This is an optimization exercise on Yosys and OpenROAD, whose aim is a short achievable clock period and few clock cycles, not a production implementation.
Function was checked by simulation only, so behaviour that the tests miss may differ from the original.
Power figures rest on the tool's default switching activity, not on a simulated workload.

## v59
Design risc_v, start of the top module:
module risc_v #(
    parameter                      DATA_WIDTH     = 32,
    parameter                      OP_WIDTH       = 7,
    parameter                      FUNCT3_WIDTH   = 3,
    parameter                      ADDRESS_WIDTH = 5,
    parameter                      IMM_SRC_WIDTH  = 3,
    parameter                      ALU_CTRL_WIDTH = 4,
    parameter                      RES_SRC_WIDTH = 2,
    parameter                      FORWARD_WIDTH = 2,
    parameter                      MEM_ADDRESS_WIDTH = 17,
    parameter                      BYTE_WIDTH = 8
)(
    input  logic                   CLK, RST,
    input  logic [ADDRESS_WIDTH-1:0]  address_to_view,
    output logic [DATA_WIDTH-1:0]  a0, reg_output,
    output logic [DATA_WIDTH-1:0]  pc_viewer,
    input  logic [DATA_WIDTH-1:0]  instr,
    output logic [MEM_ADDRESS_WIDTH-1:0] dmem_addr,
    output logic [DATA_WIDTH-1:0]  dmem_wdata,
    output logic [3:0]             dmem_we,
    input  logic [DATA_WIDTH-1:0]  dmem_rdata
);
For scale: ~9800 cells after synthesis, ~2300 flip-flops, roughly 220 I/O pins, ~120000 µm² of cells after synthesis.
export LEC_CHECK = 0
export ABC_CLOCK_PERIOD_IN_PS = 2500
export CAP_MARGIN = 20
export CORE_MARGIN = 2
export CORE_UTILIZATION = 40
export SLEW_MARGIN = 20
create_clock -name core_clock -period 10.5 [get_ports {CLK}]
standard.sh (not shown) runs the stock make flow with config.mk's settings and CLKGATE_MAP_FILE= SYNTH_SCRIPT=/design/flow/synth_recipe.tcl, a recipe that flattens the netlist after the stock synthesis.
==> flow/flow/run.sh <==
#!/bin/bash
# The standard layout (the standard.sh, all ORFS steps unchanged) with
# three settings changed:
# - repair may swap a cell for one of another size (the platform restricts
#   it to cells of the same footprint);
# - the port buffers are buf_4 cells.
# make's output goes to standard_flow.log; each ORFS step keeps its own log
# under orfs/logs.
set -euo pipefail
bash standard.sh SETUP_SLACK_MARGIN=7.0 MATCH_CELL_FOOTPRINT=0 \
    "BUFFER_PORTS_ARGS=-buffer_cell sky130_fd_sc_hd__buf_4" finish > standard_flow.log 2>&1
v59 finished all stages; the layout is clean.
Testbench counts of v59, summed over its fixed seeds: cycles 47,423.
The inputs of v20 differ from those of v59 as listed below.
- CORE_UTILIZATION now 55, was 40
--- a/flow/flow/run.sh
+++ b/flow/flow/run.sh
@@ -8,4 +8,4 @@
 # under orfs/logs.
 set -euo pipefail
-bash standard.sh SETUP_SLACK_MARGIN=7.0 MATCH_CELL_FOOTPRINT=0 \
+bash standard.sh SETUP_SLACK_MARGIN=7.5 MATCH_CELL_FOOTPRINT=0 \
     "BUFFER_PORTS_ARGS=-buffer_cell sky130_fd_sc_hd__buf_4" finish > standard_flow.log 2>&1
### Flow results
Aggregate global-route resource usage delta for v20 relative to v59: 13 points higher
Taking v59 as the reference, in v20 wire length of the first global-routing pass grew by 0.32%; time the final worst path needs with I/O delays and setup grew by 0.10 ns; count of buffers added by post-CTS timing repair for setup grew by 222; count of input and output buffers held steady; actual transition at the worst max-transition pin grew by 0.023 ns.
dfxtp_4 as the highest-delay cell along the critical path was reported by v20, and dfxtp_2 by v59.
Going from v59 to v20, fraction of layout instances using a drive strength above 1 up 6.4 points, maximum count of clock buffers along a single path decreased by 1 relative to the old numbers, total routed wire length on the met1 layer went down.
Taking v20 as 1.0, v59 lands at 0.946 on leakage power figure.
When v20 is set beside v59, its per-cell via count in the routed design turns out to be about 10% larger.
The inputs of v16 differ from those of v20 as listed below.
--- a/flow/flow/run.sh
+++ b/flow/flow/run.sh
@@ -8,4 +8,4 @@
 # under orfs/logs.
 set -euo pipefail
-bash standard.sh SETUP_SLACK_MARGIN=7.5 MATCH_CELL_FOOTPRINT=0 \
+bash standard.sh SETUP_SLACK_MARGIN=7.0 MATCH_CELL_FOOTPRINT=0 \
     "BUFFER_PORTS_ARGS=-buffer_cell sky130_fd_sc_hd__buf_4" finish > standard_flow.log 2>&1
Notes after the runs:
Both conditions hold for v16: the flow ran to the end and the final layout passed the timing, design-rule and antenna checks. v16 -> v20: effective utilization at floorplan delta 0, exact match. Looking at minimum setup slack after placement, v16 sits 0.47 ns above v20. Delta (v16 minus v20): layout filler cell count rose 867, number of standard-cell rows in the floorplan about even, post-detailed-routing wire length fell about 1.6%. v16 against v20: via count fell by 2809; combinational power fell by about 12%; global-route wire length before repair fell by 1.2%; gate count of the mapped netlist stayed essentially flat. The worst hold slack after final layout was comparable across v20 and v16. v16 vs v20 — final area dropped 7700 µm². Dominant kind of cell by area = multi-input combinational cells: v20; dominant kind of cell by area = registers: v16.

* * *

risc_v, a different RTL version from the one above (not shown whole).
Size in the first run: ~9,300 cells after synthesis, about 2,300 flip-flops, about 220 I/O pins, roughly 120,000 um2 of cells after synthesis.
Settings: LEC_CHECK=0, ABC_CLOCK_PERIOD_IN_PS=2500, CAP_MARGIN=20, CORE_MARGIN=2, CORE_UTILIZATION=55, SLEW_MARGIN=20; clock period 10.5 ns.
==> flow/flow/run.sh <==
#!/bin/bash
# The standard layout (the standard.sh, all ORFS steps unchanged) with
# three settings changed:
# - repair may swap a cell for one of another size (the platform restricts
#   it to cells of the same footprint);
# - the port buffers are buf_4 cells.
# make's output goes to standard_flow.log; each ORFS step keeps its own log
# under orfs/logs.
set -euo pipefail
bash standard.sh SETUP_SLACK_MARGIN=7.0 MATCH_CELL_FOOTPRINT=0 \
    "BUFFER_PORTS_ARGS=-buffer_cell sky130_fd_sc_hd__buf_4" finish > standard_flow.log 2>&1
The first run completed without violations.
Testbench counts at the start, summed over its fixed seeds: cycles 47,728.
Then changed:
- CORE_UTILIZATION: 55 -> 40
=> Design area is higher by 1.0%. Power stays flat. Setup slack improved by 0.0034 ns. Combinational power came out lower by 7.3%. Global-route usage fell by 12 points. Clock power came out higher by 3.1%. Synthesized area is unchanged.

==> separate check: timing with driven ports <==
No port has a modelled driver above. Below, the same layouts with a new extraction and two added sets of constraints.
Step 1, drivers: a clkbuf_16 drives CLK and a buf_2 each remaining input, both assumed.
Step 2 moves the port delays by t, midway between the first and last clock arrival at a register: inputs arrive t later, outputs are due t later. That takes back most of the time a late clock gives input paths.
a / b / c = ideal / step 1 / step 2; a / b = the first two.
run | shift t [ns] | setup WS [ns] | worst data-port slew with drivers (ns) | cell pins on the clock port's net
v59 | 0.990 | 6.816 / 6.722 / 6.161 | 0.22 | 1
v20 | 1.008 | 6.712 / 6.712 / 6.515 | 0.21 | 1
v16 | 1.000 | 6.713 / 6.713 / 6.132 | 0.24 | 1
the first run of note 2 | 0.984 | 6.795 / 6.788 / 6.164 | 0.16 | 1
the second run of note 2 | 1.026 | 6.799 / 6.799 / 5.933 | 0.26 | 1
After both steps every run listed still meets setup and hold. The setup slack of the second run of note 2, which loses most, moves by 0.000 ns with the drivers and by -0.866 ns with both steps.
